Context: an optimization exercise on an open-source flow, tuned for small area. The choices shown serve that exercise and are no tape-out recipe. In this exercise RTL edits were held to simulation tests only and were not proved equivalent to the original. The clock port is modelled as an ideal driver, which makes a skipped or thinned clock tree look cheaper than it is; a real chip needs a root buffer or a tree. Power and IR drop assume default switching activity.

Design top_control_unit, start of the top module:
module top_control_unit(
    input wire clk,
    input wire reset,
    input wire btnL,
    input wire btnR,
    input wire btnC,
    input wire [7:0] multiplicand,
    input wire [7:0] multiplier,
    output wire [6:0] seg,
    output wire [3:0] an,
    output led
);
Size: ~33 I/O pins, roughly 3100 µm² of cells after synthesis.
==> module serial_parallel_multiplier, before the edit <==
module serial_parallel_multiplier(
    input clk, rst,
    input start,
    input [7:0] x, y,
    output [14:0] prod,    
    output neg,
    output flag
);
    reg [3:0] cnt;
    reg [7:0] xr;      
    reg s;             
    reg [6:0] d0;
    reg [7:0] d1;
    wire idle = ~cnt[3] & ~cnt[1] & ~cnt[0];
    wire step = cnt[3] | cnt[1];
    wire cap = start && idle;
    assign flag = ~cnt[3] & cnt[2] & ~cnt[1];
    wire [3:0] cn;
    assign cn[0] = (~cnt[2] & cnt[1]) | (cnt[3] & ~cnt[0]);
    assign cn[1] = cnt[3] | (cnt[2] & cnt[1]);
    assign cn[2] = ~(cnt[1] | (~cnt[2] & ~cnt[0] & ~start));
    assign cn[3] = ~(cnt[0] | (~cnt[3] & ~cnt[1] & ~start));
    wire [7:0] ym = y[7] ? (~y + 1'b1) : y;
    wire ybit = d1[7];
    wire [6:0] xm = xr[6:0] ^ {7{xr[7]}};
    wire [8:0] t0 = {1'b0, d0, 1'b0} + (ybit ? {2'b0, xm} : 9'd0) + (ybit & xr[7]);
    wire [1:0] q0 = (t0 >= 9'd300) ? 2'd3 : (t0 >= 9'd200) ? 2'd2 : (t0 >= 9'd100) ? 2'd1 : 2'd0;
    wire [6:0] n0 = t0 - q0 * 7'd100;
    wire [7:0] n1 = {d1[6:0], 1'b0} + q0;
    always @(posedge clk or posedge rst) begin
        if (rst)
            cnt <= 0;
        else
            cnt <= cn;
    end
    always @(posedge clk) begin
        if (idle)
            xr <= x;
        if (cap)
            s <= x[7] ^ y[7];
        if (cap) begin
            d0 <= 0;
            d1 <= ym;
        end else if (step) begin
            d0 <= n0;
            d1 <= n1;
        end
    end
    assign prod = {d1, d0};
    assign neg = s & (|prod);
endmodule
==> flow/config.mk <==
export PLATFORM = sky130hd
export DESIGN_NAME = top_control_unit
export DESIGN_NICKNAME = top_control_unit
export VERILOG_FILES = /design/flow/design.v
export SDC_FILE = /design/flow/constraint.sdc
export NUM_CORES = 4
export LEC_CHECK = 0
export ABC_AREA = 1
export CAP_MARGIN = 20
export CORE_MARGIN = 2
export CORE_UTILIZATION = 40
export SLEW_MARGIN = 20
==> flow/constraint.sdc <==
create_clock -name core_clock -period 30.0 [get_ports {clk}]
set_input_delay 6.0000 -clock core_clock [delete_from_list [all_inputs] [get_ports {clk}]]
set_output_delay 6.0000 -clock core_clock [all_outputs]
set_load 0.01 [all_outputs]
standard.sh (not shown) runs the stock make flow with config.mk's settings and CLKGATE_MAP_FILE= SYNTH_SCRIPT=/design/flow/synth_recipe.tcl, a recipe that flattens the netlist after the stock synthesis.
==> flow/flow/run.sh <==
#!/bin/bash
# Standard synthesis, then the combinational logic re-mapped for area with
# yosys/abc (registers untouched: same cells and names), then the standard
# layout with buf_1 port buffers, except that the clock tree is built by
# flow/cts.tcl: four clkbuf_8, each driving a quarter of the registers, fed
# directly by the clock port.
set -euo pipefail
W=$(pwd)
R=$W/orfs/results/sky130hd/top_control_unit/base
LIB=$FLOW_HOME/platforms/sky130hd/lib/sky130_fd_sc_hd__tt_025C_1v80.lib

bash standard.sh $R/1_2_yosys.v > synth.log 2>&1
cp $R/1_2_yosys.v synth_std.v
cp $LIB lib.lib
python3 flow/splitlib.py lib.lib comb.lib seq.lib > splitlib.log 2>&1
yosys -s flow/resyn.ys > resyn.log 2>&1
cp synth_resyn.v $R/1_2_yosys.v
rm -f lib.lib comb.lib seq.lib

ARGS=("BUFFER_PORTS_ARGS=-buffer_cell sky130_fd_sc_hd__buf_1")
bash standard.sh "${ARGS[@]}" $R/3_place.odb $R/3_place.sdc > place.log 2>&1
RDIR=$R LIBFILE=$LIB NCL=4 CLKBUF=sky130_fd_sc_hd__clkbuf_8 openroad -no_init -exit flow/cts.tcl > cts.log 2>&1
bash standard.sh "${ARGS[@]}" finish > layout.log 2>&1
Other scripts of this flow, unchanged in this note and not shown: flow/flow/cts.tcl, flow/flow/resyn.abc, flow/flow/resyn.ys, flow/flow/splitlib.py
Edit:
--- a/flow/design.v
+++ b/flow/design.v
@@ -99,12 +99,12 @@
         else
             cnt <= cn;
     end
     always @(posedge clk) begin
-        if (idle)
+        if (cap) begin
             xr <= x;
-        if (cap)
             s <= x[7] ^ y[7];
+        end
         if (cap) begin
             d0 <= 0;
             d1 <= ym;
         end else if (step) begin
What happened: The new run ran to the end with no violations. Worst setup slack improved by 0.62 ns. Die area is lower by 1.1%. Wire length drops by 1.3%. Sequential cell count does not change. Worst hold slack loses 0.0083 ns. Utilization rose by 1.3 points. Total power went down by 7.0%. Synthesized cell count goes down by 2.2%. Global-route usage climbs by 0.54 points.
In every run of this note, the design's own scripts or RTL, not TritonCTS, make the clock network.

==> separate check: timing with driven ports <==
In the flow no input, the clock included, has a driving cell. The finished layouts below were timed again as built, in two steps.
Step 1, drivers: a clkbuf_16 drives clk and a buf_2 each remaining input, both assumed.
Step 2 moves the port delays by t, midway between the first and last clock arrival at a register: inputs arrive t later, outputs are due t later. That takes back most of the time a late clock gives input paths.
a / b / c = ideal ports / drivers / drivers and shift; a / b = the first two.
| run | t (ns) | setup WS [ns] | latest minus earliest clock arrival (ns) | cell pins on the clock port's net |
|---|---|---|---|---|
| the first run | 0.206 | 17.910 / 17.852 / 18.058 | 0.017 / 0.017 | 4 |
| the second run | 0.206 | 18.529 / 18.470 / 18.676 | 0.014 / 0.014 | 4 |
After both steps setup and hold are still met in every run listed.
